Source: an optimization exercise on an open RTL-to-GDS flow (aim: small area and a short achievable clock period). Production flows keep margins and buffers that such runs may drop. No run shown here included a check of the RTL's function; only the layout flow was run.

## flow/design.v (module list and top-level ports; edited modules follow where they fit)
// module thumb: 418 lines
// module thumb_mul: 1348 lines
module thumb (read_instruction_n, instruction_address,
              instruction, read_data_n, write_data_n,
              data_address, data_in, data_out, reset_n, clk);
  // ...
==> flow/run.sh <==
#!/bin/bash
# synth_recipe.tcl (not shown) runs the flow's synth.tcl, then flattens the netlist and writes it again
# the make line also repeats each setting of config.mk as NAME=value (left out here)
make -C /OpenROAD-flow-scripts/flow DESIGN_CONFIG=/design/flow/config.mk WORK_HOME=/design/flow/orfs CLKGATE_MAP_FILE= SYNTH_SCRIPT=/design/flow/synth_recipe.tcl finish
==> flow/config.mk <==
export PLATFORM = sky130hd
export DESIGN_NAME = thumb
export DESIGN_NICKNAME = thumb
export VERILOG_FILES = /design/flow/design.v
export SDC_FILE = /design/flow/constraint.sdc
export NUM_CORES = 4
export LEC_CHECK = 0
export CAP_MARGIN = 40
export CORE_MARGIN = 2
export CORE_UTILIZATION = 30
export GPL_ROUTABILITY_DRIVEN = 1
export PLACE_DENSITY = 0.45
export SLEW_MARGIN = 20
==> flow/constraint.sdc <==
create_clock -name core_clock -period 15.0 [get_ports {clk}]
set_input_delay 3.0000 -clock core_clock [delete_from_list [all_inputs] [get_ports {clk}]]
set_output_delay 3.0000 -clock core_clock [all_outputs]
set_load 0.01 [all_outputs]
==> flow_summary.json, run 1 <==
{
  "slowest_delay_ns": 0.67,
  "layout.clock_buffers": 103,
  "post_synth_instance_area_um2": 52900,
  "timing.critical_path.max_delay_family": "adder cells",
  "numSequentialCells": 589,
  "setup.worst_path.end": "Z_Flag$_DFFE_PN0P_",
  "grt.met1_usage_pct": 35.1,
  "gr-max-usage-layer": "met2",
  "yosysSeqAreaShare_pct": 28.2,
  "run_status": "no timing/DRC/antenna violations",
  "first_global_vias": 48065,
  "drtIter0Drc": 5956,
  "reg2reg_setup_slack_ns": 6.50,
  "crit_fanout": 78,
  "clock_tree_from_tritoncts": "yes",
  "final-nonclk-buf-share_pct": 5.64,
  "final-setup-viol-count": 0,
  "vias": 50316,
  "timing.final.hold_violations": 0,
  "crit_path_end_kind": "flip-flop",
  "post_route_cells_drive_above_1_share_pct": 13.0,
  "worst_setup_path_start_kind": "flip-flop",
  "worst-setup-path-type": "flip-flop to flip-flop",
  "clk-insertion-delay-late_ns": 0.66,
  "synth_seq_cells": 589,
  "dieHeight_um": 424,
  "areaGrowthSynthToFinish_pct": 12.9,
  "share_of_the_synthesized_area_in_compound_gates_ao_oa_aoi_oai_pct": 22.4,
  "total_die_area_um2": 180000,
  "synth_top_family_by_area": "compound AO/OA/AOI/OAI gates",
  "drt_pre_antenna_iters": 8,
  "largest_register": "R",
  "nFillCells": 18208,
  "buffers_excl_clock": 379,
  "fin_worst_hold_slack_ns": 0.323,
  "cap_violations": 0,
  "largest_register_ffs": 256,
  "holdCritPathClass": "flip-flop to flip-flop",
  "synthXorXnorAreaFrac_pct": 4.00
}
==> module thumb, before the edit <==
module thumb (read_instruction_n, instruction_address,
              instruction, read_data_n, write_data_n,
              data_address, data_in, data_out, reset_n, clk);
  output read_instruction_n;
  output [31:0] instruction_address;
  input [15:0] instruction;
  output read_data_n;
  output write_data_n;
  output [31:0] data_address;
  input [31:0] data_in;
  output [31:0] data_out;
  input reset_n;
  input clk;
  reg read_data_n, write_data_n;
  reg [31:0] PC, SP, LR;
  reg [31:0] R [0:7];
  reg [7:0] rvalid;           
  reg N_Flag, Z_Flag, C_Flag, V_Flag;
  reg [15:0] IF_IR;
  reg if_bub;                 
  reg branch_taken;
  reg [31:0] opA, opB, opS;
  reg e_a32, e_b32, e_cin1, e_cinc;
  reg e_radd, e_rlog, e_rshr, e_rshl, e_rmul;
  reg [3:0] e_tt;
  reg e_fill;
  reg e_fN, e_fZ, e_fC, e_fV;
  reg e_lsr0, e_zpre, e_rorc;
  reg e_wb, e_ld, e_st;
  reg [2:0] e_rd;
  reg [2:0] e_ldt;            
  reg e_spwe, e_lrwe, e_lror1, e_br, e_bc;
  reg [3:0] e_cond;
  reg [31:0] EXR, DR;
  reg w_we, w_ld;
  reg [2:0] w_rd;
  reg [2:0] w_ldt;
  assign read_instruction_n = 1'b0;
  assign instruction_address = PC;
  assign data_address = EXR;
  assign data_out = DR;
  integer i;
  wire ldb = w_ldt[0], ldh = w_ldt[1], lds = w_ldt[2];
  wire [31:0] wb_data;
  assign wb_data[7:0] = w_ld ? data_in[7:0] : EXR[7:0];
  assign wb_data[15:8] = w_ld ? (ldb ? {8{lds & data_in[7]}} : data_in[15:8])
                              : EXR[15:8];
  assign wb_data[31:16] = w_ld ? (ldb ? {16{lds & data_in[7]}} :
                                  ldh ? {16{lds & data_in[15]}} :
                                  data_in[31:16]) : EXR[31:16];
  wire exv = ~branch_taken;
  wire cin = e_cinc ? C_Flag : e_cin1;
  wire [32:0] S = {e_a32, opA} + {e_b32, opB} + {32'b0, cin};
  wire [31:0] L;
  genvar g;
  generate for (g = 0; g < 32; g = g + 1) begin : lg
    assign L[g] = e_tt[{opA[g], opB[g]}];
  end endgenerate
  wire [32:0] sh0 = {opA, 1'b0};
  wire [32:0] sh1 = opB[0] ? {e_fill, sh0[32:1]} : sh0;
  wire [32:0] sh2 = opB[1] ? {{2{e_fill}}, sh1[32:2]} : sh1;
  wire [32:0] sh3 = opB[2] ? {{4{e_fill}}, sh2[32:4]} : sh2;
  wire [32:0] sh4 = opB[3] ? {{8{e_fill}}, sh3[32:8]} : sh3;
  wire [32:0] sh5 = opB[4] ? {{16{e_fill}}, sh4[32:16]} : sh4;
  wire [32:0] sh6 = opB[5] ? {{32{e_fill}}, sh5[32]} : sh5;
  wire [31:0] SH = sh6[32:1];
  wire shc = sh6[0];
  wire [31:0] SHL;
  generate for (g = 0; g < 32; g = g + 1) begin : rv
    assign SHL[g] = SH[31-g];
  end endgenerate
  wire [31:0] ms, mc;
  thumb_mul mul (.a(opA), .b(opB), .s(ms), .c(mc));
  wire [31:0] P = ms + mc;
  wire [31:0] res = ({32{e_radd}} & S[31:0]) | ({32{e_rlog}} & L) |
                    ({32{e_rshr}} & SH) | ({32{e_rshl}} & SHL) |
                    ({32{e_rmul}} & P);
  wire Nn = e_lsr0 ? shc : res[31];
  wire Zn = e_lsr0 ? e_zpre : (res == 32'b0);
  wire Cn = e_radd ? S[32] : (e_rorc ? opA[31] : shc);
  wire Vn = S[32] ^ S[31];
  reg cpass;
  always @* begin
    case (e_cond)
      4'b0000: cpass = Z_Flag;
      4'b0001: cpass = ~Z_Flag;
      4'b0010: cpass = C_Flag;
      4'b0011: cpass = ~C_Flag;
      4'b0100: cpass = N_Flag;
      4'b0101: cpass = ~N_Flag;
      4'b0110: cpass = V_Flag;
      4'b0111: cpass = ~V_Flag;
      4'b1000: cpass = C_Flag & ~Z_Flag;
      4'b1001: cpass = ~C_Flag & Z_Flag;
      4'b1010: cpass = (N_Flag == V_Flag);
      4'b1011: cpass = (N_Flag != V_Flag);
      4'b1100: cpass = ~Z_Flag & (N_Flag == V_Flag);
      4'b1101: cpass = Z_Flag & (N_Flag != V_Flag);
      default: cpass = 1'b1;
    endcase
  end
  wire sp_we = exv & e_spwe;
  wire lr_we = exv & e_lrwe;
  wire [31:0] SP_next = sp_we ? S[31:0] : SP;
  wire [31:0] LR_next = lr_we ? {S[31:1], S[0] | e_lror1} : LR;
  wire [15:0] ir = IF_IR;
  wire idv = ~if_bub & ~branch_taken;
  reg [2:0] found;
  always @* begin
    found = 3'd0;
    for (i = 0; i < 8; i = i + 1)
      if (ir[i]) found = i;
  end
  wire f_dp = (ir[15:10] == 6'b010000);
  wire f_i8 = (ir[15:13] == 3'b001);
  wire [2:0] ix = f_i8 ? ir[10:8] : (f_dp ? ir[2:0] : ir[5:3]);
  wire [2:0] iy = f_dp ? ir[5:3] : ir[8:6];
  wire is_push = (ir[15:8] == 8'b10110100);
  wire is_pop = (ir[15:8] == 8'b10111100);
  wire [2:0] iz = is_push ? found : ((ir[15:12] == 4'b1001) ? ir[10:8] : ir[2:0]);
  wire [31:0] X = R[ix] | {32{~rvalid[ix]}};
  wire [31:0] Y = R[iy] | {32{~rvalid[iy]}};
  wire [31:0] Zr = R[iz] | {32{~rvalid[iz]}};
  wire fwd = is_push & w_we & (w_rd == found);
  wire [31:0] Zv = fwd ? wb_data : Zr;
  wire [31:0] Xrev;
  generate for (g = 0; g < 32; g = g + 1) begin : xr
    assign Xrev[g] = X[31-g];
  end endgenerate
  wire [31:0] pc2 = PC + 32'd2;
  reg [2:0] asel;      
  reg [1:0] bsel;      
  reg [3:0] ksel;      
  reg binv;
  reg a32, b32, cin1, cinc;
  reg radd, rlog, rshr, rshl, rmul;
  reg [3:0] tt;
  reg fill_s;          
  reg fN, fZ, fC, fV;
  reg lsr0, rorc;
  reg wb, ld, st;
  reg [2:0] rd, ldt;
  reg spwe, lrwe, lror1, br, bc;
  reg [1:0] amode;     
  reg ror;
  wire [7:0] rs8 = Y[7:0];
  wire [4:0] imm5 = ir[10:6];
  reg [5:0] amt;
  always @* begin
    case (amode)
      2'd0: amt = {1'b0, imm5};
      2'd1: amt = (imm5 == 5'd0) ? 6'd32 : {1'b0, imm5};
      2'd2: amt = (rs8 > 8'd32) ? 6'd33 : rs8[5:0];
      default: amt = ror ? {1'b0, rs8[4:0]} :
                     ((rs8 >= 8'd32) ? 6'd32 : {1'b0, rs8[4:0]});
    endcase
  end
  always @* begin
    asel = 3'd0; bsel = 2'd0; ksel = 4'd0; binv = 1'b0;
    a32 = 1'b0; b32 = 1'b0; cin1 = 1'b0; cinc = 1'b0;
    radd = 1'b0; rlog = 1'b0; rshr = 1'b0; rshl = 1'b0; rmul = 1'b0;
    tt = 4'b0000; fill_s = 1'b0;
    fN = 1'b0; fZ = 1'b0; fC = 1'b0; fV = 1'b0;
    lsr0 = 1'b0; rorc = 1'b0;
    wb = 1'b0; ld = 1'b0; st = 1'b0; rd = ir[2:0]; ldt = 3'b000;
    spwe = 1'b0; lrwe = 1'b0; lror1 = 1'b0; br = 1'b0; bc = 1'b0;
    amode = 2'd0; ror = 1'b0;
    case (ir[15:13])
      3'b000: begin
        if (ir[12:11] == 2'b11) begin     
          radd = 1'b1; wb = 1'b1; fN = 1'b1; fZ = 1'b1;
          bsel = ir[10] ? 2'd2 : 2'd0;    
          ksel = 4'd0;
          binv = ir[9]; b32 = ir[9]; cin1 = ir[9];
          if (ir[10] == 1'b0 || ir[9] == 1'b1 || ir[8:6] != 3'b000) begin
            fC = 1'b1; fV = 1'b1;
          end
        end
        else begin                        
          wb = 1'b1; fN = 1'b1; fZ = 1'b1; fC = 1'b1;
          bsel = 2'd3;
          case (ir[12:11])
            2'b00: begin asel = 3'd1; rshl = 1'b1; amode = 2'd0; end
            2'b01: begin rshr = 1'b1; amode = 2'd1; lsr0 = (imm5 == 5'd0); end
            default: begin rshr = 1'b1; amode = 2'd1; fill_s = 1'b1; end
          endcase
        end
      end
      3'b001: begin                       
        rd = ir[10:8]; fN = 1'b1; fZ = 1'b1;
        bsel = 2'd2; ksel = 4'd1;
        case (ir[12:11])
          2'b00: begin rlog = 1'b1; tt = 4'b1010; wb = 1'b1; end        
          2'b01: begin radd = 1'b1; binv = 1'b1; b32 = 1'b1; cin1 = 1'b1;
                       fC = 1'b1; fV = 1'b1; end                          
          2'b10: begin radd = 1'b1; wb = 1'b1; fC = 1'b1; fV = 1'b1; end  
          default: begin radd = 1'b1; binv = 1'b1; b32 = 1'b1; cin1 = 1'b1;
                       wb = 1'b1; fC = 1'b1; fV = 1'b1; end               
        endcase
      end
      3'b010: begin
        if (ir[12:10] == 3'b000) begin    
          fN = 1'b1; fZ = 1'b1;
          case (ir[9:6])
            4'h0: begin rlog = 1'b1; tt = 4'b1000; wb = 1'b1; end   
            4'h1: begin rlog = 1'b1; tt = 4'b0110; wb = 1'b1; end   
            4'h2: begin asel = 3'd1; bsel = 2'd3; amode = 2'd2; rshl = 1'b1;
                        fC = 1'b1; wb = 1'b1; end                   
            4'h3: begin bsel = 2'd3; amode = 2'd2; rshr = 1'b1;
                        fC = 1'b1; wb = 1'b1; end                   
            4'h4: begin bsel = 2'd3; amode = 2'd3; rshr = 1'b1; fill_s = 1'b1;
                        fC = 1'b1; wb = 1'b1; end                   
            4'h5: begin radd = 1'b1; cinc = 1'b1; fC = 1'b1; fV = 1'b1;
                        wb = 1'b1; end                              
            4'h6: begin radd = 1'b1; bsel = 2'd1; cinc = 1'b1; b32 = |Y[31:1];
                        fC = 1'b1; fV = 1'b1; wb = 1'b1; end       
            4'h7: begin bsel = 2'd3; amode = 2'd3; ror = 1'b1; rshr = 1'b1;
                        fC = (rs8 != 8'd0); rorc = (rs8[4:0] == 5'd0);
                        wb = 1'b1; end                              
            4'h8: begin rlog = 1'b1; tt = 4'b1000; end              
            4'h9: begin radd = 1'b1; asel = 3'd7; binv = 1'b1; b32 = ~Y[31];
                        cin1 = 1'b1; fC = 1'b1; fV = 1'b1; wb = 1'b1; end  
            4'hA: begin radd = 1'b1; binv = 1'b1; b32 = 1'b1; cin1 = 1'b1;
                        fC = 1'b1; fV = 1'b1; end                   
            4'hB: begin radd = 1'b1; fC = 1'b1; fV = 1'b1; end      
            4'hC: begin rlog = 1'b1; tt = 4'b1110; end             
            4'hD: begin rmul = 1'b1; wb = 1'b1; end                 
            4'hE: begin rlog = 1'b1; tt = 4'b0100; wb = 1'b1; end   
            default: begin rlog = 1'b1; tt = 4'b0101; wb = 1'b1; end  
          endcase
        end
        else if (ir[12:11] == 2'b01) begin    
          asel = 3'd3; bsel = 2'd2; ksel = 4'd5; radd = 1'b1;
          ld = 1'b1; wb = 1'b1; rd = ir[10:8];
        end
        else if (ir[12] == 1'b1) begin        
          radd = 1'b1;
          case (ir[11:9])
            3'b000: st = 1'b1;
            3'b001: st = 1'b1;
            3'b010: st = 1'b1;
            3'b011: begin ld = 1'b1; ldt = 3'b101; end
            3'b100: begin ld = 1'b1; ldt = 3'b000; end
            3'b101: begin ld = 1'b1; ldt = 3'b010; end
            3'b110: begin ld = 1'b1; ldt = 3'b001; end
            default: begin ld = 1'b1; ldt = 3'b110; end
          endcase
          wb = ld;
        end
      end
      3'b011: begin                       
        radd = 1'b1; bsel = 2'd2;
        ksel = ir[12] ? 4'd3 : 4'd2;      
        ld = ir[11]; st = ~ir[11]; wb = ir[11];
        ldt = ir[12] ? 3'b001 : 3'b000;
      end
      3'b100: begin
        radd = 1'b1; bsel = 2'd2;
        ld = ir[11]; st = ~ir[11]; wb = ir[11];
        if (ir[12] == 1'b0) begin         
          ksel = 4'd4; ldt = 3'b010;
        end
        else begin                        
          asel = 3'd5; ksel = 4'd5; rd = ir[10:8];
        end
      end
      3'b101: begin
        if (ir[12] == 1'b0) begin         
          radd = 1'b1; bsel = 2'd2; ksel = 4'd5; wb = 1'b1; rd = ir[10:8];
          asel = ir[11] ? 3'd5 : 3'd3;
        end
        else if (ir[11:8] == 4'b0000) begin   
          radd = 1'b1; bsel = 2'd2; ksel = 4'd6; asel = 3'd5; spwe = 1'b1;
          binv = ir[7]; cin1 = ir[7];
        end
        else if (ir[11:8] == 4'b0100) begin   
          radd = 1'b1; bsel = 2'd2; ksel = 4'd8; asel = 3'd5; spwe = 1'b1;
          st = 1'b1;
        end
        else if (ir[11:8] == 4'b1100) begin   
          rlog = 1'b1; tt = 4'b1100; bsel = 2'd2; ksel = 4'd7; asel = 3'd5;
          spwe = 1'b1; ld = 1'b1; wb = 1'b1; rd = found;
        end
      end
      3'b110: begin
        if (ir[12] == 1'b1) begin
          if (ir[11:8] == 4'b1111) begin      
            radd = 1'b1; asel = 3'd2; bsel = 2'd2; ksel = 4'd13; br = 1'b1;
          end
          else if (ir[11:8] != 4'b1110) begin  
            radd = 1'b1; asel = 3'd4; bsel = 2'd2; ksel = 4'd9; bc = 1'b1;
          end
        end
      end
      default: begin
        case (ir[12:11])
          2'b00: begin radd = 1'b1; asel = 3'd4; bsel = 2'd2; ksel = 4'd10;
                       br = 1'b1; end           
          2'b10: begin radd = 1'b1; asel = 3'd2; bsel = 2'd2; ksel = 4'd11;
                       lrwe = 1'b1; end         
          2'b11: begin radd = 1'b1; asel = 3'd6; bsel = 2'd2; ksel = 4'd12;
                       lrwe = 1'b1; lror1 = 1'b1; br = 1'b1; end   
          default: ;
        endcase
      end
    endcase
  end
  reg [31:0] K;
  always @* begin
    case (ksel)
      4'd0: K = {29'b0, ir[8:6]};
      4'd1: K = {24'b0, ir[7:0]};
      4'd2: K = {25'b0, ir[10:6], 2'b0};
      4'd3: K = {27'b0, ir[10:6]};
      4'd4: K = {26'b0, ir[10:6], 1'b0};
      4'd5: K = {22'b0, ir[7:0], 2'b0};
      4'd6: K = {23'b0, ir[6:0], 2'b0};
      4'd7: K = 32'd4;
      4'd8: K = 32'hfffffffc;
      4'd9: K = {{23{ir[7]}}, ir[7:0], 1'b0};
      4'd10: K = {{20{ir[10]}}, ir[10:0], 1'b0};
      4'd11: K = {{9{ir[10]}}, ir[10:0], 12'b0};
      4'd12: K = {20'b0, ir[10:0], 1'b0};
      default: K = 32'hfffffffe;
    endcase
  end
  reg [31:0] A_d, B_d;
  wire [31:0] nY2 = ~Y + 32'd2;
  always @* begin
    case (asel)
      3'd0: A_d = X;
      3'd1: A_d = Xrev;
      3'd2: A_d = PC;
      3'd3: A_d = {PC[31:2], 2'b00};
      3'd4: A_d = pc2;
      3'd5: A_d = SP_next;
      3'd6: A_d = LR_next;
      default: A_d = 32'b0;
    endcase
    case (bsel)
      2'd0: B_d = Y ^ {32{binv}};
      2'd1: B_d = nY2;
      2'd2: B_d = K ^ {32{binv}};
      default: B_d = {26'b0, amt};
    endcase
  end
  always @(posedge clk) begin
    opA <= A_d;
    opB <= B_d;
    opS <= Zv;
    e_a32 <= a32; e_b32 <= b32; e_cin1 <= cin1; e_cinc <= cinc;
    e_radd <= radd; e_rlog <= rlog; e_rshr <= rshr; e_rshl <= rshl;
    e_rmul <= rmul;
    e_tt <= tt;
    e_fill <= fill_s & X[31];
    e_lsr0 <= lsr0; e_zpre <= (X == 32'b0); e_rorc <= rorc;
    e_rd <= rd; e_ldt <= ldt;
    e_cond <= ir[11:8];
    e_lror1 <= lror1;
    e_fN <= idv & fN; e_fZ <= idv & fZ; e_fC <= idv & fC; e_fV <= idv & fV;
    e_wb <= idv & wb; e_ld <= idv & ld; e_st <= idv & st;
    e_spwe <= idv & spwe; e_lrwe <= idv & lrwe;
    e_br <= idv & br; e_bc <= idv & bc;
  end
  always @(negedge reset_n or posedge clk) begin
    if (~reset_n) begin
      PC <= 32'b0;
      if_bub <= 1'b1;
    end
    else begin
      PC <= branch_taken ? EXR : pc2;
      if_bub <= branch_taken;
    end
  end
  always @(posedge clk) IF_IR <= instruction;
  always @(negedge reset_n or posedge clk) begin
    if (~reset_n) begin
      branch_taken <= 1'b0;
      read_data_n <= 1'b1;
      write_data_n <= 1'b1;
      w_we <= 1'b0;
      SP <= 32'b0;
      LR <= 32'b0;
      N_Flag <= 1'b0;
      Z_Flag <= 1'b0;
      C_Flag <= 1'b0;
      V_Flag <= 1'b0;
    end
    else begin
      branch_taken <= exv & (e_br | (e_bc & cpass));
      read_data_n <= ~(exv & e_ld);
      write_data_n <= ~(exv & e_st);
      w_we <= exv & e_wb;
      SP <= SP_next;
      LR <= LR_next;
      if (exv & e_fN) N_Flag <= Nn;
      if (exv & e_fZ) Z_Flag <= Zn;
      if (exv & e_fC) C_Flag <= Cn;
      if (exv & e_fV) V_Flag <= Vn;
    end
  end
  always @(posedge clk) begin
    EXR <= res;
    DR <= opS;
    w_rd <= e_rd;
    w_ld <= e_ld;
    w_ldt <= e_ldt;
  end
  always @(negedge reset_n or posedge clk) begin
    if (~reset_n)
      rvalid <= 8'b0;
    else if (w_we)
      rvalid[w_rd] <= 1'b1;
  end
  always @(posedge clk) begin
    if (w_we) R[w_rd] <= wb_data;
  end
endmodule
==> run 2: changes to the inputs <==
--- a/flow/design.v
+++ b/flow/design.v
@@ -11,48 +11,52 @@
   output [31:0] data_out;
   input reset_n;
   input clk;
   reg read_data_n, write_data_n;
   reg [31:0] PC, SP, LR;
   reg [31:0] R [0:7];
   reg [7:0] rvalid;           
   reg N_Flag, Z_Flag, C_Flag, V_Flag;
+  reg n_mul, z_exr, z_mul;    
   reg [15:0] IF_IR;
   reg if_bub;                 
   reg branch_taken;
   reg [31:0] opA, opB, opS;
+  reg [15:0] e_one, e_two, e_neg;   
   reg e_a32, e_b32, e_cin1, e_cinc;
   reg e_radd, e_rlog, e_rshr, e_rshl, e_rmul;
   reg [3:0] e_tt;
   reg e_fill;
   reg e_fN, e_fZ, e_fC, e_fV;
   reg e_lsr0, e_zpre, e_rorc;
   reg e_wb, e_ld, e_st;
   reg [2:0] e_rd;
   reg [2:0] e_ldt;            
   reg e_spwe, e_lrwe, e_lror1, e_br, e_bc;
   reg [3:0] e_cond;
   reg [31:0] EXR, DR;
-  reg w_we, w_ld;
+  reg w_we, w_ld, w_mul;
   reg [2:0] w_rd;
   reg [2:0] w_ldt;
   assign read_instruction_n = 1'b0;
   assign instruction_address = PC;
   assign data_address = EXR;
   assign data_out = DR;
   integer i;
   wire ldb = w_ldt[0], ldh = w_ldt[1], lds = w_ldt[2];
   wire [31:0] wb_data;
-  assign wb_data[7:0] = w_ld ? data_in[7:0] : EXR[7:0];
+  wire [31:0] P = EXR + DR;
+  wire [31:0] wr = w_mul ? P : EXR;
+  assign wb_data[7:0] = w_ld ? data_in[7:0] : wr[7:0];
   assign wb_data[15:8] = w_ld ? (ldb ? {8{lds & data_in[7]}} : data_in[15:8])
-                              : EXR[15:8];
+                              : wr[15:8];
   assign wb_data[31:16] = w_ld ? (ldb ? {16{lds & data_in[7]}} :
                                   ldh ? {16{lds & data_in[15]}} :
-                                  data_in[31:16]) : EXR[31:16];
+                                  data_in[31:16]) : wr[31:16];
   wire exv = ~branch_taken;
   wire cin = e_cinc ? C_Flag : e_cin1;
   wire [32:0] S = {e_a32, opA} + {e_b32, opB} + {32'b0, cin};
   wire [31:0] L;
   genvar g;
   generate for (g = 0; g < 32; g = g + 1) begin : lg
     assign L[g] = e_tt[{opA[g], opB[g]}];
   end endgenerate
@@ -65,68 +69,94 @@
   wire [32:0] sh6 = opB[5] ? {{32{e_fill}}, sh5[32]} : sh5;
   wire [31:0] SH = sh6[32:1];
   wire shc = sh6[0];
   wire [31:0] SHL;
   generate for (g = 0; g < 32; g = g + 1) begin : rv
     assign SHL[g] = SH[31-g];
   end endgenerate
   wire [31:0] ms, mc;
-  thumb_mul mul (.a(opA), .b(opB), .s(ms), .c(mc));
-  wire [31:0] P = ms + mc;
+  thumb_mul mul (.a(opA), .one(e_one), .two(e_two), .neg(e_neg), .s(ms), .c(mc));
   wire [31:0] res = ({32{e_radd}} & S[31:0]) | ({32{e_rlog}} & L) |
                     ({32{e_rshr}} & SH) | ({32{e_rshl}} & SHL) |
-                    ({32{e_rmul}} & P);
+                    ({32{e_rmul}} & ms);
   wire Nn = e_lsr0 ? shc : res[31];
-  wire Zn = e_lsr0 ? e_zpre : (res == 32'b0);
+  wire N_eff = n_mul ? P[31] : N_Flag;
+  wire Z_eff = z_exr ? (EXR == 32'b0) : (z_mul ? (P == 32'b0) : Z_Flag);
   wire Cn = e_radd ? S[32] : (e_rorc ? opA[31] : shc);
   wire Vn = S[32] ^ S[31];
   reg cpass;
   always @* begin
     case (e_cond)
-      4'b0000: cpass = Z_Flag;
-      4'b0001: cpass = ~Z_Flag;
+      4'b0000: cpass = Z_eff;
+      4'b0001: cpass = ~Z_eff;
       4'b0010: cpass = C_Flag;
       4'b0011: cpass = ~C_Flag;
-      4'b0100: cpass = N_Flag;
-      4'b0101: cpass = ~N_Flag;
+      4'b0100: cpass = N_eff;
+      4'b0101: cpass = ~N_eff;
       4'b0110: cpass = V_Flag;
       4'b0111: cpass = ~V_Flag;
-      4'b1000: cpass = C_Flag & ~Z_Flag;
-      4'b1001: cpass = ~C_Flag & Z_Flag;
-      4'b1010: cpass = (N_Flag == V_Flag);
-      4'b1011: cpass = (N_Flag != V_Flag);
-      4'b1100: cpass = ~Z_Flag & (N_Flag == V_Flag);
-      4'b1101: cpass = Z_Flag & (N_Flag != V_Flag);
+      4'b1000: cpass = C_Flag & ~Z_eff;
+      4'b1001: cpass = ~C_Flag & Z_eff;
+      4'b1010: cpass = (N_eff == V_Flag);
+      4'b1011: cpass = (N_eff != V_Flag);
+      4'b1100: cpass = ~Z_eff & (N_eff == V_Flag);
+      4'b1101: cpass = Z_eff & (N_eff != V_Flag);
       default: cpass = 1'b1;
     endcase
   end
   wire sp_we = exv & e_spwe;
   wire lr_we = exv & e_lrwe;
   wire [31:0] SP_next = sp_we ? S[31:0] : SP;
   wire [31:0] LR_next = lr_we ? {S[31:1], S[0] | e_lror1} : LR;
   wire [15:0] ir = IF_IR;
   wire idv = ~if_bub & ~branch_taken;
-  reg [2:0] found;
-  always @* begin
-    found = 3'd0;
-    for (i = 0; i < 8; i = i + 1)
-      if (ir[i]) found = i;
-  end
-  wire f_dp = (ir[15:10] == 6'b010000);
-  wire f_i8 = (ir[15:13] == 3'b001);
-  wire [2:0] ix = f_i8 ? ir[10:8] : (f_dp ? ir[2:0] : ir[5:3]);
-  wire [2:0] iy = f_dp ? ir[5:3] : ir[8:6];
+  function [2:0] hibit;
+    input [7:0] l;
+    integer k;
+    begin
+      hibit = 3'd0;
+      for (k = 0; k < 8; k = k + 1)
+        if (l[k]) hibit = k;
+    end
+  endfunction
+  wire [15:0] in = instruction;
+  wire n_dp = (in[15:10] == 6'b010000);
+  wire n_i8 = (in[15:13] == 3'b001);
+  wire n_push = (in[15:8] == 8'b10110100);
+  wire [2:0] ix_n = n_i8 ? in[10:8] : (n_dp ? in[2:0] : in[5:3]);
+  wire [2:0] iy_n = n_dp ? in[5:3] : in[8:6];
+  wire [2:0] iz_n = n_push ? hibit(in[7:0]) :
+                    ((in[15:12] == 4'b1001) ? in[10:8] : in[2:0]);
+  reg [2:0] ix, iy, iz;
+  always @(posedge clk) begin
+    ix <= ix_n; iy <= iy_n; iz <= iz_n;
+  end
+  wire [2:0] found = hibit(ir[7:0]);
   wire is_push = (ir[15:8] == 8'b10110100);
-  wire is_pop = (ir[15:8] == 8'b10111100);
-  wire [2:0] iz = is_push ? found : ((ir[15:12] == 4'b1001) ? ir[10:8] : ir[2:0]);
-  wire [31:0] X = R[ix] | {32{~rvalid[ix]}};
-  wire [31:0] Y = R[iy] | {32{~rvalid[iy]}};
-  wire [31:0] Zr = R[iz] | {32{~rvalid[iz]}};
-  wire fwd = is_push & w_we & (w_rd == found);
+  function [31:0] rread;
+    input [2:0] idx;
+    input [255:0] rf;
+    input [7:0] vld;
+    integer k;
+    reg [7:0] sel;
+    begin
+      sel = 8'b0;
+      sel[idx] = 1'b1;
+      sel = sel & vld;
+      rread = {32{~|sel}};
+      for (k = 0; k < 8; k = k + 1)
+        rread = rread | ({32{sel[k]}} & rf[32*k +: 32]);
+    end
+  endfunction
+  wire [255:0] rflat = {R[7], R[6], R[5], R[4], R[3], R[2], R[1], R[0]};
+  wire [31:0] X = rread(ix, rflat, rvalid);
+  wire [31:0] Y = rread(iy, rflat, rvalid);
+  wire [31:0] Zr = rread(iz, rflat, rvalid);
+  wire fwd = is_push & w_we & (w_rd == iz);
   wire [31:0] Zv = fwd ? wb_data : Zr;
   wire [31:0] Xrev;
   generate for (g = 0; g < 32; g = g + 1) begin : xr
     assign Xrev[g] = X[31-g];
   end endgenerate
   wire [31:0] pc2 = PC + 32'd2;
   reg [2:0] asel;      
   reg [1:0] bsel;      
@@ -343,16 +373,22 @@
       2'd2: B_d = K ^ {32{binv}};
       default: B_d = {26'b0, amt};
     endcase
   end
   always @(posedge clk) begin
     opA <= A_d;
     opB <= B_d;
     opS <= Zv;
+    for (i = 0; i < 16; i = i + 1) begin
+      e_one[i] <= Y[2*i] ^ ((i == 0) ? 1'b0 : Y[2*i-1]);
+      e_two[i] <= (Y[2*i+1] & ~Y[2*i] & ~((i == 0) ? 1'b0 : Y[2*i-1])) |
+                  (~Y[2*i+1] & Y[2*i] & ((i == 0) ? 1'b0 : Y[2*i-1]));
+      e_neg[i] <= Y[2*i+1];
+    end
     e_a32 <= a32; e_b32 <= b32; e_cin1 <= cin1; e_cinc <= cinc;
     e_radd <= radd; e_rlog <= rlog; e_rshr <= rshr; e_rshl <= rshl;
     e_rmul <= rmul;
     e_tt <= tt;
     e_fill <= fill_s & X[31];
     e_lsr0 <= lsr0; e_zpre <= (X == 32'b0); e_rorc <= rorc;
     e_rd <= rd; e_ldt <= ldt;
     e_cond <= ir[11:8];
@@ -378,55 +414,70 @@
       branch_taken <= 1'b0;
       read_data_n <= 1'b1;
       write_data_n <= 1'b1;
       w_we <= 1'b0;
       SP <= 32'b0;
       LR <= 32'b0;
       N_Flag <= 1'b0;
       Z_Flag <= 1'b0;
+      n_mul <= 1'b0;
+      z_exr <= 1'b0;
+      z_mul <= 1'b0;
       C_Flag <= 1'b0;
       V_Flag <= 1'b0;
     end
     else begin
       branch_taken <= exv & (e_br | (e_bc & cpass));
       read_data_n <= ~(exv & e_ld);
       write_data_n <= ~(exv & e_st);
       w_we <= exv & e_wb;
       SP <= SP_next;
       LR <= LR_next;
-      if (exv & e_fN) N_Flag <= Nn;
-      if (exv & e_fZ) Z_Flag <= Zn;
+      if (exv & e_fN) begin
+        N_Flag <= Nn; n_mul <= e_rmul;
+      end
+      else begin
+        N_Flag <= N_eff; n_mul <= 1'b0;
+      end
+      if (exv & e_fZ) begin
+        Z_Flag <= e_zpre; z_exr <= ~e_lsr0 & ~e_rmul; z_mul <= e_rmul;
+      end
+      else begin
+        Z_Flag <= Z_eff; z_exr <= 1'b0; z_mul <= 1'b0;
+      end
       if (exv & e_fC) C_Flag <= Cn;
       if (exv & e_fV) V_Flag <= Vn;
     end
   end
   always @(posedge clk) begin
     EXR <= res;
-    DR <= opS;
+    DR <= e_rmul ? mc : opS;
+    w_mul <= e_rmul;
     w_rd <= e_rd;
     w_ld <= e_ld;
     w_ldt <= e_ldt;
   end
   always @(negedge reset_n or posedge clk) begin
     if (~reset_n)
       rvalid <= 8'b0;
     else if (w_we)
       rvalid[w_rd] <= 1'b1;
   end
   always @(posedge clk) begin
     if (w_we) R[w_rd] <= wb_data;
   end
 endmodule
-module thumb_mul (a, b, s, c);
-  input [31:0] a, b;
+module thumb_mul (a, one, two, neg, s, c);
+  input [31:0] a;
+  input [15:0] one, two, neg;
   output [31:0] s, c;
-  wire one0 = b[0] ^ 1'b0;
-  wire two0 = (b[1] & ~b[0] & ~1'b0) | (~b[1] & b[0] & 1'b0);
-  wire neg0 = b[1];
+  wire one0 = one[0];
+  wire two0 = two[0];
+  wire neg0 = neg[0];
   wire pp0_0 = ((one0 & a[0]) | (two0 & 1'b0)) ^ neg0;
   wire pp0_1 = ((one0 & a[1]) | (two0 & a[0])) ^ neg0;
   wire pp0_2 = ((one0 & a[2]) | (two0 & a[1])) ^ neg0;
   wire pp0_3 = ((one0 & a[3]) | (two0 & a[2])) ^ neg0;
   wire pp0_4 = ((one0 & a[4]) | (two0 & a[3])) ^ neg0;
   wire pp0_5 = ((one0 & a[5]) | (two0 & a[4])) ^ neg0;
   wire pp0_6 = ((one0 & a[6]) | (two0 & a[5])) ^ neg0;
   wire pp0_7 = ((one0 & a[7]) | (two0 & a[6])) ^ neg0;
@@ -449,19 +500,19 @@
   wire pp0_24 = ((one0 & a[24]) | (two0 & a[23])) ^ neg0;
   wire pp0_25 = ((one0 & a[25]) | (two0 & a[24])) ^ neg0;
   wire pp0_26 = ((one0 & a[26]) | (two0 & a[25])) ^ neg0;
   wire pp0_27 = ((one0 & a[27]) | (two0 & a[26])) ^ neg0;
   wire pp0_28 = ((one0 & a[28]) | (two0 & a[27])) ^ neg0;
   wire pp0_29 = ((one0 & a[29]) | (two0 & a[28])) ^ neg0;
   wire pp0_30 = ((one0 & a[30]) | (two0 & a[29])) ^ neg0;
   wire pp0_31 = ((one0 & a[31]) | (two0 & a[30])) ^ neg0;
-  wire one1 = b[2] ^ b[1];
-  wire two1 = (b[3] & ~b[2] & ~b[1]) | (~b[3] & b[2] & b[1]);
-  wire neg1 = b[3];
+  wire one1 = one[1];
+  wire two1 = two[1];
+  wire neg1 = neg[1];
   wire pp1_2 = ((one1 & a[0]) | (two1 & 1'b0)) ^ neg1;
   wire pp1_3 = ((one1 & a[1]) | (two1 & a[0])) ^ neg1;
   wire pp1_4 = ((one1 & a[2]) | (two1 & a[1])) ^ neg1;
   wire pp1_5 = ((one1 & a[3]) | (two1 & a[2])) ^ neg1;
   wire pp1_6 = ((one1 & a[4]) | (two1 & a[3])) ^ neg1;
   wire pp1_7 = ((one1 & a[5]) | (two1 & a[4])) ^ neg1;
   wire pp1_8 = ((one1 & a[6]) | (two1 & a[5])) ^ neg1;
   wire pp1_9 = ((one1 & a[7]) | (two1 & a[6])) ^ neg1;
@@ -482,19 +533,19 @@
   wire pp1_24 = ((one1 & a[22]) | (two1 & a[21])) ^ neg1;
   wire pp1_25 = ((one1 & a[23]) | (two1 & a[22])) ^ neg1;
   wire pp1_26 = ((one1 & a[24]) | (two1 & a[23])) ^ neg1;
   wire pp1_27 = ((one1 & a[25]) | (two1 & a[24])) ^ neg1;
   wire pp1_28 = ((one1 & a[26]) | (two1 & a[25])) ^ neg1;
   wire pp1_29 = ((one1 & a[27]) | (two1 & a[26])) ^ neg1;
   wire pp1_30 = ((one1 & a[28]) | (two1 & a[27])) ^ neg1;
   wire pp1_31 = ((one1 & a[29]) | (two1 & a[28])) ^ neg1;
-  wire one2 = b[4] ^ b[3];
-  wire two2 = (b[5] & ~b[4] & ~b[3]) | (~b[5] & b[4] & b[3]);
-  wire neg2 = b[5];
+  wire one2 = one[2];
+  wire two2 = two[2];
+  wire neg2 = neg[2];
   wire pp2_4 = ((one2 & a[0]) | (two2 & 1'b0)) ^ neg2;
   wire pp2_5 = ((one2 & a[1]) | (two2 & a[0])) ^ neg2;
   wire pp2_6 = ((one2 & a[2]) | (two2 & a[1])) ^ neg2;
   wire pp2_7 = ((one2 & a[3]) | (two2 & a[2])) ^ neg2;
   wire pp2_8 = ((one2 & a[4]) | (two2 & a[3])) ^ neg2;
   wire pp2_9 = ((one2 & a[5]) | (two2 & a[4])) ^ neg2;
   wire pp2_10 = ((one2 & a[6]) | (two2 & a[5])) ^ neg2;
   wire pp2_11 = ((one2 & a[7]) | (two2 & a[6])) ^ neg2;
@@ -513,19 +564,19 @@
   wire pp2_24 = ((one2 & a[20]) | (two2 & a[19])) ^ neg2;
   wire pp2_25 = ((one2 & a[21]) | (two2 & a[20])) ^ neg2;
   wire pp2_26 = ((one2 & a[22]) | (two2 & a[21])) ^ neg2;
   wire pp2_27 = ((one2 & a[23]) | (two2 & a[22])) ^ neg2;
   wire pp2_28 = ((one2 & a[24]) | (two2 & a[23])) ^ neg2;
   wire pp2_29 = ((one2 & a[25]) | (two2 & a[24])) ^ neg2;
   wire pp2_30 = ((one2 & a[26]) | (two2 & a[25])) ^ neg2;
   wire pp2_31 = ((one2 & a[27]) | (two2 & a[26])) ^ neg2;
-  wire one3 = b[6] ^ b[5];
-  wire two3 = (b[7] & ~b[6] & ~b[5]) | (~b[7] & b[6] & b[5]);
-  wire neg3 = b[7];
+  wire one3 = one[3];
+  wire two3 = two[3];
+  wire neg3 = neg[3];
   wire pp3_6 = ((one3 & a[0]) | (two3 & 1'b0)) ^ neg3;
   wire pp3_7 = ((one3 & a[1]) | (two3 & a[0])) ^ neg3;
   wire pp3_8 = ((one3 & a[2]) | (two3 & a[1])) ^ neg3;
   wire pp3_9 = ((one3 & a[3]) | (two3 & a[2])) ^ neg3;
   wire pp3_10 = ((one3 & a[4]) | (two3 & a[3])) ^ neg3;
   wire pp3_11 = ((one3 & a[5]) | (two3 & a[4])) ^ neg3;
   wire pp3_12 = ((one3 & a[6]) | (two3 & a[5])) ^ neg3;
   wire pp3_13 = ((one3 & a[7]) | (two3 & a[6])) ^ neg3;
@@ -542,19 +593,19 @@
   wire pp3_24 = ((one3 & a[18]) | (two3 & a[17])) ^ neg3;
   wire pp3_25 = ((one3 & a[19]) | (two3 & a[18])) ^ neg3;
   wire pp3_26 = ((one3 & a[20]) | (two3 & a[19])) ^ neg3;
   wire pp3_27 = ((one3 & a[21]) | (two3 & a[20])) ^ neg3;
   wire pp3_28 = ((one3 & a[22]) | (two3 & a[21])) ^ neg3;
   wire pp3_29 = ((one3 & a[23]) | (two3 & a[22])) ^ neg3;
   wire pp3_30 = ((one3 & a[24]) | (two3 & a[23])) ^ neg3;
   wire pp3_31 = ((one3 & a[25]) | (two3 & a[24])) ^ neg3;
-  wire one4 = b[8] ^ b[7];
-  wire two4 = (b[9] & ~b[8] & ~b[7]) | (~b[9] & b[8] & b[7]);
-  wire neg4 = b[9];
+  wire one4 = one[4];
+  wire two4 = two[4];
+  wire neg4 = neg[4];
   wire pp4_8 = ((one4 & a[0]) | (two4 & 1'b0)) ^ neg4;
   wire pp4_9 = ((one4 & a[1]) | (two4 & a[0])) ^ neg4;
   wire pp4_10 = ((one4 & a[2]) | (two4 & a[1])) ^ neg4;
   wire pp4_11 = ((one4 & a[3]) | (two4 & a[2])) ^ neg4;
   wire pp4_12 = ((one4 & a[4]) | (two4 & a[3])) ^ neg4;
   wire pp4_13 = ((one4 & a[5]) | (two4 & a[4])) ^ neg4;
   wire pp4_14 = ((one4 & a[6]) | (two4 & a[5])) ^ neg4;
   wire pp4_15 = ((one4 & a[7]) | (two4 & a[6])) ^ neg4;
@@ -569,19 +620,19 @@
   wire pp4_24 = ((one4 & a[16]) | (two4 & a[15])) ^ neg4;
   wire pp4_25 = ((one4 & a[17]) | (two4 & a[16])) ^ neg4;
   wire pp4_26 = ((one4 & a[18]) | (two4 & a[17])) ^ neg4;
   wire pp4_27 = ((one4 & a[19]) | (two4 & a[18])) ^ neg4;
   wire pp4_28 = ((one4 & a[20]) | (two4 & a[19])) ^ neg4;
   wire pp4_29 = ((one4 & a[21]) | (two4 & a[20])) ^ neg4;
   wire pp4_30 = ((one4 & a[22]) | (two4 & a[21])) ^ neg4;
   wire pp4_31 = ((one4 & a[23]) | (two4 & a[22])) ^ neg4;
-  wire one5 = b[10] ^ b[9];
-  wire two5 = (b[11] & ~b[10] & ~b[9]) | (~b[11] & b[10] & b[9]);
-  wire neg5 = b[11];
+  wire one5 = one[5];
+  wire two5 = two[5];
+  wire neg5 = neg[5];
   wire pp5_10 = ((one5 & a[0]) | (two5 & 1'b0)) ^ neg5;
   wire pp5_11 = ((one5 & a[1]) | (two5 & a[0])) ^ neg5;
   wire pp5_12 = ((one5 & a[2]) | (two5 & a[1])) ^ neg5;
   wire pp5_13 = ((one5 & a[3]) | (two5 & a[2])) ^ neg5;
   wire pp5_14 = ((one5 & a[4]) | (two5 & a[3])) ^ neg5;
   wire pp5_15 = ((one5 & a[5]) | (two5 & a[4])) ^ neg5;
   wire pp5_16 = ((one5 & a[6]) | (two5 & a[5])) ^ neg5;
   wire pp5_17 = ((one5 & a[7]) | (two5 & a[6])) ^ neg5;
@@ -594,19 +645,19 @@
   wire pp5_24 = ((one5 & a[14]) | (two5 & a[13])) ^ neg5;
   wire pp5_25 = ((one5 & a[15]) | (two5 & a[14])) ^ neg5;
   wire pp5_26 = ((one5 & a[16]) | (two5 & a[15])) ^ neg5;
   wire pp5_27 = ((one5 & a[17]) | (two5 & a[16])) ^ neg5;
   wire pp5_28 = ((one5 & a[18]) | (two5 & a[17])) ^ neg5;
   wire pp5_29 = ((one5 & a[19]) | (two5 & a[18])) ^ neg5;
   wire pp5_30 = ((one5 & a[20]) | (two5 & a[19])) ^ neg5;
   wire pp5_31 = ((one5 & a[21]) | (two5 & a[20])) ^ neg5;
-  wire one6 = b[12] ^ b[11];
-  wire two6 = (b[13] & ~b[12] & ~b[11]) | (~b[13] & b[12] & b[11]);
-  wire neg6 = b[13];
+  wire one6 = one[6];
+  wire two6 = two[6];
+  wire neg6 = neg[6];
   wire pp6_12 = ((one6 & a[0]) | (two6 & 1'b0)) ^ neg6;
   wire pp6_13 = ((one6 & a[1]) | (two6 & a[0])) ^ neg6;
   wire pp6_14 = ((one6 & a[2]) | (two6 & a[1])) ^ neg6;
   wire pp6_15 = ((one6 & a[3]) | (two6 & a[2])) ^ neg6;
   wire pp6_16 = ((one6 & a[4]) | (two6 & a[3])) ^ neg6;
   wire pp6_17 = ((one6 & a[5]) | (two6 & a[4])) ^ neg6;
   wire pp6_18 = ((one6 & a[6]) | (two6 & a[5])) ^ neg6;
   wire pp6_19 = ((one6 & a[7]) | (two6 & a[6])) ^ neg6;
@@ -617,19 +668,19 @@
   wire pp6_24 = ((one6 & a[12]) | (two6 & a[11])) ^ neg6;
   wire pp6_25 = ((one6 & a[13]) | (two6 & a[12])) ^ neg6;
   wire pp6_26 = ((one6 & a[14]) | (two6 & a[13])) ^ neg6;
   wire pp6_27 = ((one6 & a[15]) | (two6 & a[14])) ^ neg6;
   wire pp6_28 = ((one6 & a[16]) | (two6 & a[15])) ^ neg6;
   wire pp6_29 = ((one6 & a[17]) | (two6 & a[16])) ^ neg6;
   wire pp6_30 = ((one6 & a[18]) | (two6 & a[17])) ^ neg6;
   wire pp6_31 = ((one6 & a[19]) | (two6 & a[18])) ^ neg6;
-  wire one7 = b[14] ^ b[13];
-  wire two7 = (b[15] & ~b[14] & ~b[13]) | (~b[15] & b[14] & b[13]);
-  wire neg7 = b[15];
+  wire one7 = one[7];
+  wire two7 = two[7];
+  wire neg7 = neg[7];
   wire pp7_14 = ((one7 & a[0]) | (two7 & 1'b0)) ^ neg7;
   wire pp7_15 = ((one7 & a[1]) | (two7 & a[0])) ^ neg7;
   wire pp7_16 = ((one7 & a[2]) | (two7 & a[1])) ^ neg7;
   wire pp7_17 = ((one7 & a[3]) | (two7 & a[2])) ^ neg7;
   wire pp7_18 = ((one7 & a[4]) | (two7 & a[3])) ^ neg7;
   wire pp7_19 = ((one7 & a[5]) | (two7 & a[4])) ^ neg7;
   wire pp7_20 = ((one7 & a[6]) | (two7 & a[5])) ^ neg7;
   wire pp7_21 = ((one7 & a[7]) | (two7 & a[6])) ^ neg7;
@@ -638,110 +689,110 @@
   wire pp7_24 = ((one7 & a[10]) | (two7 & a[9])) ^ neg7;
   wire pp7_25 = ((one7 & a[11]) | (two7 & a[10])) ^ neg7;
   wire pp7_26 = ((one7 & a[12]) | (two7 & a[11])) ^ neg7;
   wire pp7_27 = ((one7 & a[13]) | (two7 & a[12])) ^ neg7;
   wire pp7_28 = ((one7 & a[14]) | (two7 & a[13])) ^ neg7;
   wire pp7_29 = ((one7 & a[15]) | (two7 & a[14])) ^ neg7;
   wire pp7_30 = ((one7 & a[16]) | (two7 & a[15])) ^ neg7;
   wire pp7_31 = ((one7 & a[17]) | (two7 & a[16])) ^ neg7;
-  wire one8 = b[16] ^ b[15];
-  wire two8 = (b[17] & ~b[16] & ~b[15]) | (~b[17] & b[16] & b[15]);
-  wire neg8 = b[17];
+  wire one8 = one[8];
+  wire two8 = two[8];
+  wire neg8 = neg[8];
   wire pp8_16 = ((one8 & a[0]) | (two8 & 1'b0)) ^ neg8;
   wire pp8_17 = ((one8 & a[1]) | (two8 & a[0])) ^ neg8;
   wire pp8_18 = ((one8 & a[2]) | (two8 & a[1])) ^ neg8;
   wire pp8_19 = ((one8 & a[3]) | (two8 & a[2])) ^ neg8;
   wire pp8_20 = ((one8 & a[4]) | (two8 & a[3])) ^ neg8;
   wire pp8_21 = ((one8 & a[5]) | (two8 & a[4])) ^ neg8;
   wire pp8_22 = ((one8 & a[6]) | (two8 & a[5])) ^ neg8;
   wire pp8_23 = ((one8 & a[7]) | (two8 & a[6])) ^ neg8;
   wire pp8_24 = ((one8 & a[8]) | (two8 & a[7])) ^ neg8;
   wire pp8_25 = ((one8 & a[9]) | (two8 & a[8])) ^ neg8;
   wire pp8_26 = ((one8 & a[10]) | (two8 & a[9])) ^ neg8;
   wire pp8_27 = ((one8 & a[11]) | (two8 & a[10])) ^ neg8;
   wire pp8_28 = ((one8 & a[12]) | (two8 & a[11])) ^ neg8;
   wire pp8_29 = ((one8 & a[13]) | (two8 & a[12])) ^ neg8;
   wire pp8_30 = ((one8 & a[14]) | (two8 & a[13])) ^ neg8;
   wire pp8_31 = ((one8 & a[15]) | (two8 & a[14])) ^ neg8;
-  wire one9 = b[18] ^ b[17];
-  wire two9 = (b[19] & ~b[18] & ~b[17]) | (~b[19] & b[18] & b[17]);
-  wire neg9 = b[19];
+  wire one9 = one[9];
+  wire two9 = two[9];
+  wire neg9 = neg[9];
   wire pp9_18 = ((one9 & a[0]) | (two9 & 1'b0)) ^ neg9;
   wire pp9_19 = ((one9 & a[1]) | (two9 & a[0])) ^ neg9;
   wire pp9_20 = ((one9 & a[2]) | (two9 & a[1])) ^ neg9;
   wire pp9_21 = ((one9 & a[3]) | (two9 & a[2])) ^ neg9;
   wire pp9_22 = ((one9 & a[4]) | (two9 & a[3])) ^ neg9;
   wire pp9_23 = ((one9 & a[5]) | (two9 & a[4])) ^ neg9;
   wire pp9_24 = ((one9 & a[6]) | (two9 & a[5])) ^ neg9;
   wire pp9_25 = ((one9 & a[7]) | (two9 & a[6])) ^ neg9;
   wire pp9_26 = ((one9 & a[8]) | (two9 & a[7])) ^ neg9;
   wire pp9_27 = ((one9 & a[9]) | (two9 & a[8])) ^ neg9;
   wire pp9_28 = ((one9 & a[10]) | (two9 & a[9])) ^ neg9;
   wire pp9_29 = ((one9 & a[11]) | (two9 & a[10])) ^ neg9;
   wire pp9_30 = ((one9 & a[12]) | (two9 & a[11])) ^ neg9;
   wire pp9_31 = ((one9 & a[13]) | (two9 & a[12])) ^ neg9;
-  wire one10 = b[20] ^ b[19];
-  wire two10 = (b[21] & ~b[20] & ~b[19]) | (~b[21] & b[20] & b[19]);
-  wire neg10 = b[21];
+  wire one10 = one[10];
+  wire two10 = two[10];
+  wire neg10 = neg[10];
   wire pp10_20 = ((one10 & a[0]) | (two10 & 1'b0)) ^ neg10;
   wire pp10_21 = ((one10 & a[1]) | (two10 & a[0])) ^ neg10;
   wire pp10_22 = ((one10 & a[2]) | (two10 & a[1])) ^ neg10;
   wire pp10_23 = ((one10 & a[3]) | (two10 & a[2])) ^ neg10;
   wire pp10_24 = ((one10 & a[4]) | (two10 & a[3])) ^ neg10;
   wire pp10_25 = ((one10 & a[5]) | (two10 & a[4])) ^ neg10;
   wire pp10_26 = ((one10 & a[6]) | (two10 & a[5])) ^ neg10;
   wire pp10_27 = ((one10 & a[7]) | (two10 & a[6])) ^ neg10;
   wire pp10_28 = ((one10 & a[8]) | (two10 & a[7])) ^ neg10;
   wire pp10_29 = ((one10 & a[9]) | (two10 & a[8])) ^ neg10;
   wire pp10_30 = ((one10 & a[10]) | (two10 & a[9])) ^ neg10;
   wire pp10_31 = ((one10 & a[11]) | (two10 & a[10])) ^ neg10;
-  wire one11 = b[22] ^ b[21];
-  wire two11 = (b[23] & ~b[22] & ~b[21]) | (~b[23] & b[22] & b[21]);
-  wire neg11 = b[23];
+  wire one11 = one[11];
+  wire two11 = two[11];
+  wire neg11 = neg[11];
   wire pp11_22 = ((one11 & a[0]) | (two11 & 1'b0)) ^ neg11;
   wire pp11_23 = ((one11 & a[1]) | (two11 & a[0])) ^ neg11;
   wire pp11_24 = ((one11 & a[2]) | (two11 & a[1])) ^ neg11;
   wire pp11_25 = ((one11 & a[3]) | (two11 & a[2])) ^ neg11;
   wire pp11_26 = ((one11 & a[4]) | (two11 & a[3])) ^ neg11;
   wire pp11_27 = ((one11 & a[5]) | (two11 & a[4])) ^ neg11;
   wire pp11_28 = ((one11 & a[6]) | (two11 & a[5])) ^ neg11;
   wire pp11_29 = ((one11 & a[7]) | (two11 & a[6])) ^ neg11;
   wire pp11_30 = ((one11 & a[8]) | (two11 & a[7])) ^ neg11;
   wire pp11_31 = ((one11 & a[9]) | (two11 & a[8])) ^ neg11;
-  wire one12 = b[24] ^ b[23];
-  wire two12 = (b[25] & ~b[24] & ~b[23]) | (~b[25] & b[24] & b[23]);
-  wire neg12 = b[25];
+  wire one12 = one[12];
+  wire two12 = two[12];
+  wire neg12 = neg[12];
   wire pp12_24 = ((one12 & a[0]) | (two12 & 1'b0)) ^ neg12;
   wire pp12_25 = ((one12 & a[1]) | (two12 & a[0])) ^ neg12;
   wire pp12_26 = ((one12 & a[2]) | (two12 & a[1])) ^ neg12;
   wire pp12_27 = ((one12 & a[3]) | (two12 & a[2])) ^ neg12;
   wire pp12_28 = ((one12 & a[4]) | (two12 & a[3])) ^ neg12;
   wire pp12_29 = ((one12 & a[5]) | (two12 & a[4])) ^ neg12;
   wire pp12_30 = ((one12 & a[6]) | (two12 & a[5])) ^ neg12;
   wire pp12_31 = ((one12 & a[7]) | (two12 & a[6])) ^ neg12;
-  wire one13 = b[26] ^ b[25];
-  wire two13 = (b[27] & ~b[26] & ~b[25]) | (~b[27] & b[26] & b[25]);
-  wire neg13 = b[27];
+  wire one13 = one[13];
+  wire two13 = two[13];
+  wire neg13 = neg[13];
   wire pp13_26 = ((one13 & a[0]) | (two13 & 1'b0)) ^ neg13;
   wire pp13_27 = ((one13 & a[1]) | (two13 & a[0])) ^ neg13;
   wire pp13_28 = ((one13 & a[2]) | (two13 & a[1])) ^ neg13;
   wire pp13_29 = ((one13 & a[3]) | (two13 & a[2])) ^ neg13;
   wire pp13_30 = ((one13 & a[4]) | (two13 & a[3])) ^ neg13;
   wire pp13_31 = ((one13 & a[5]) | (two13 & a[4])) ^ neg13;
-  wire one14 = b[28] ^ b[27];
-  wire two14 = (b[29] & ~b[28] & ~b[27]) | (~b[29] & b[28] & b[27]);
-  wire neg14 = b[29];
+  wire one14 = one[14];
+  wire two14 = two[14];
+  wire neg14 = neg[14];
   wire pp14_28 = ((one14 & a[0]) | (two14 & 1'b0)) ^ neg14;
   wire pp14_29 = ((one14 & a[1]) | (two14 & a[0])) ^ neg14;
   wire pp14_30 = ((one14 & a[2]) | (two14 & a[1])) ^ neg14;
   wire pp14_31 = ((one14 & a[3]) | (two14 & a[2])) ^ neg14;
-  wire one15 = b[30] ^ b[29];
-  wire two15 = (b[31] & ~b[30] & ~b[29]) | (~b[31] & b[30] & b[29]);
-  wire neg15 = b[31];
+  wire one15 = one[15];
+  wire two15 = two[15];
+  wire neg15 = neg[15];
   wire pp15_30 = ((one15 & a[0]) | (two15 & 1'b0)) ^ neg15;
   wire pp15_31 = ((one15 & a[1]) | (two15 & a[0])) ^ neg15;
   wire hs1;
   wire hc2;
   assign hs1 = pp0_24 ^ pp1_24;
   assign hc2 = pp0_24 & pp1_24;
   wire hs3;
   wire hc4;
==> flow/config.mk (replaced) <==
export PLATFORM = sky130hd
export DESIGN_NAME = thumb
export DESIGN_NICKNAME = thumb
export VERILOG_FILES = /design/flow/design.v
export SDC_FILE = /design/flow/constraint.sdc
export NUM_CORES = 4
export LEC_CHECK = 0
export ABC_AREA = 1
export CAP_MARGIN = 40
export CORE_MARGIN = 2
export CORE_UTILIZATION = 30
export GPL_ROUTABILITY_DRIVEN = 1
export PLACE_DENSITY = 0.45
export SLEW_MARGIN = 20
==> run 2 against run 1 <==
Against the previous run: global-route usage rose by 4.0 points; cell count up 0.59%; critical endpoint is now e_b32$_DFF_P_; final area shrank 8.1%; area after synthesis down 9.5%; routed wire length grew 3.2%; largest cell class unchanged; highest routed layer unchanged; sequential share of layout area up 4.4 points; core utilization up 0.65 points; still clean on timing, DRC and antenna; synthesized cell count grew 1.4%; fmax grew 45%.
==> flow_summary.json, run 2 <==
{
  "run_status": "no timing/DRC/antenna violations",
  "r2r-end": "e_b32$_DFF_P_",
  "gr-usage-met3_pct": 6.58,
  "critical_path_arrival_ns": 6.48,
  "worst_setup_path_start_kind": "flip-flop",
  "worst-setup-path-type": "flip-flop to flip-flop",
  "post_synth_instance_area_um2": 47900,
  "post_synth_most_frequent_cells": "nand2_1, inv_1, o21ai_0",
  "dieHeight_um": 403,
  "clk-insertion-delay-late_ns": 0.72,
  "post_synthesis_instance_total": 6093,
  "grt.met1_usage_pct": 42.2,
  "buffer_ports.inserted": 147,
  "cts_repair_resize_count": 0,
  "vias_per_cell": 5.79,
  "yosysSeqAreaShare_pct": 33.7,
  "crit-reg2reg-launch": "iy[0]$_DFF_P_",
  "floorplan.core_area_um2": 158000,
  "clock_tree_from_tritoncts": "yes",
  "floorplan.die.width_um": 403,
  "final_max_slew_viol_count": 0,
  "rsz0062_at_grt": "false",
  "max_clock_freq_ghz": 0.170,
  "place.gp.congestion": 0.994,
  "worst_path_max_delay_cell": "inv_2",
  "cap_violations": 0,
  "vias": 48127,
  "holdCritPathClass": "flip-flop to flip-flop",
  "areaGrowthSynthToFinish_pct": 14.6,
  "cts.repair_timing.setup_buffer_count": 0,
  "required_ns": 15.60,
  "numCtsBuffers": 80,
  "total_die_area_um2": 163000,
  "crit_fanout": 29,
  "largest_register": "R",
  "final_common_cell": "nand2_1",
  "fin_nets": 6542,
  "hold_buffers": 0,
  "critPathBufInv": 5,
  "slowest_delay_ns": 0.62,
  "floorplan.rows": 146,
  "async_flop_share_pct": 17.7,
  "timing.final.hold_violations": 0,
  "initial_utilization_pct": 30.2,
  "groute.usage.overall_pct": 31.8,
  "synthMostInstantiatedCell": "nand2_1",
  "cts_root_buffer": "clkbuf_16",
  "post_route_cells_drive_above_1_share_pct": 7.21,
  "final-setup-viol-count": 0,
  "grt_remaining_overflow": 0,
  "largest_register_ffs": 256,
  "drtIter0Drc": 6256,
  "max-clock-path-buffers": 3,
  "timing.setup.tns_ns": 0,
  "synthDominantAreaCellType": "edfxtp_1",
  "count_of_boundary_i_o_pins": 149,
  "synthesis.yosys.warnings": 1,
  "timing.critical_path.max_delay_family": "simple AND/OR/NAND/NOR gates",
  "synth_top_flop_cell": "dfxtp_1",
  "ctsHtreeMaxLevel": 3,
  "total_drc_errors_in_the_routed_layout": 0,
  "holdPathStages": 0,
  "synth_seq_cells": 649,
  "place.detailed.hpwl_mm": 200,
  "min_from": "e_rd[1]$_DFF_P_",
  "reg2reg_setup_slack_ns": 9.12,
  "clock_transition_at_path_regs_ns": 0.06,
  "first_global_vias": 45693,
  "mean_instance_size_in_the_synthesized_netlist_um2": 7.86,
  "fin_crit_sh_pct": 39.2,
  "worst_slew_margin_rel_pct": 29.4,
  "rr_worst_depth": 21,
  "number_of_antenna_violations_at_the_first_check_in_global_routing": 21,
  "synth.area.top_cells": "edfxtp_1, dfxtp_1, nand2_1",
  "drt_pre_antenna_iters": 10,
  "post_drt_wl_per_cell_um": 31.9,
  "ys_types": 79,
  "final.min_clock_period_ns": 5.88,
  "postRouteAntennaNets": 0,
  "grt_start_max_net_pins": 76,
  "holdPathEnd": "w_rd[1]$_DFF_P_",
  "crit_path_end_kind": "flip-flop",
  "global_route_wire_length_before_repair_mm": 366,
  "routed_wirelength_mm": 265,
  "critical_path.cell_chain": "inv_1, ha_1, xnor2_4, nand4_4, inv_2, nor2_1, nand2_2, buf_4, nand4_2, inv_2, ha_1, nand4_1, inv_1, nand4_1, nor2_1, nand3_1, nor2_1, nand4_1, nor3_1, o221a_2, a21oi_1",
  "yosys.area.top_type_share_pct": 16.1,
  "timing.clock.skew_ns": 0.0402,
  "gr-max-usage-layer": "met2",
  "final_cell_mix": "nand2_1, inv_1, o21ai_0, o22ai_1, nor2_1",
  "global_route.usage.met2_pct": 48.8,
  "tightest_slew_ns": 1.05,
  "clock-sinks": 649,
  "total_nets_after_synthesis": 6461,
  "synth_edf_count": 256
}
run 2: cells by family (layout without fill, tap and decap cells):
kind of cell,count (synthesis),after routing,share of synthesized area [%]
XOR/XNOR,388,388,7.14
AO/OA/AOI/OAI,1585,1585,20.5
multiplexers,24,24,0.515
AND/OR/NAND/NOR,1974,1974,17.6
buffers and inverters,1154,1303,9.31
other,1,3,0.00783
adder cells (fa/ha/maj),318,318,11.3
flip-flops,649,649,33.7
run 2: area by class of cell:
type                       count  area [um^2]
fill                       16652       104000
multi-input combinational   4290        27400
sequential                   649        16100
inverter                     830         3120
timing repair buffer         323         2870
tap                         2072         2590
clock buffer                 102         2200
clock inverter                48          574
antenna                        2         5.00
run 2: worst max path at each step:
| stage | cells past startpoint | start | slack, ns | endpoint |
|---|---|---|---|---|
| 5_1_grt | 21 | iy[0]$_DFF_P_ | 8.80 | e_b32$_DFF_P_ |
| 6_report | 21 | iy[0]$_DFF_P_ | 9.12 | e_b32$_DFF_P_ |
| 4_1_cts | 21 | iy[0]$_DFF_P_ | 9.19 | e_b32$_DFF_P_ |
| 2_1_floorplan | 13 | e_neg[4]$_DFF_P_ | 10.05 | EXR[30]$_DFF_P_ |
| 3_3_place_gp | 21 | iy[0]$_DFF_P_ | 9.35 | e_b32$_DFF_P_ |
| 3_5_place_dp | 21 | iy[0]$_DFF_P_ | 9.22 | e_b32$_DFF_P_ |
run 2: metal layers:
| metal | part of all wire, % | vias up |
|---|---|---|
| met4 | 6.1 | 10 |
| met5 | 0.025 | - |
| met2 | 44 | 2913 |
| met1 | 41 | 23561 |
| met3 | 9.5 | 639 |
| li1 | - | 21004 |
run 2: through the flow:
| stage | cell area, um^2 | cells | hold WS, ns | util (%) | setup slack (ns) |
|---|---|---|---|---|---|
| 3_5_place_dp | 52000 | 8150 | 0.313 | 32.8 | 9.22 |
| 4_1_cts | 54700 | 8300 | 0.329 | 34.6 | 9.19 |
| 3_3_place_gp | 51800 | 8130 | 0.314 | 32.7 | 9.35 |
| 6_report | 54900 | 8316 | 0.328 | 34.6 | 9.12 |
| 2_1_floorplan | 47900 | 6093 | 0.310 | - | 10.05 |
| 5_1_grt | 54900 | 8314 | 0.336 | 34.6 | 8.80 |

separate check: timing with driven ports:
How much do the figures lean on ideal ports? The routed layouts below were timed once more, with nothing changed but the port constraints. Step 1 sets driving cells, clkbuf_16 on the clock port and buf_2 on the other inputs (assumed; they add their load-dependent delay and slew). Step 2 times the ports against the registers' clock, not the clock port: input delays grow and output delays shrink by t, the midpoint of the rising clock arrivals with the driver on. a / b / c = ideal ports / drivers / drivers and shift; a / b = the first two.
| run | shift t [ns] | setup slack, ns | worst setup path after step 2 | cell pins on the clock port's net |
|---|---|---|---|---|
| run 1 | 0.718 | 6.500 / 6.500 / 6.500 | register to register | 1 |
| run 2 | 0.783 | 9.119 / 9.119 / 9.119 | register to register | 1 |
After both steps every run listed still meets setup and hold.
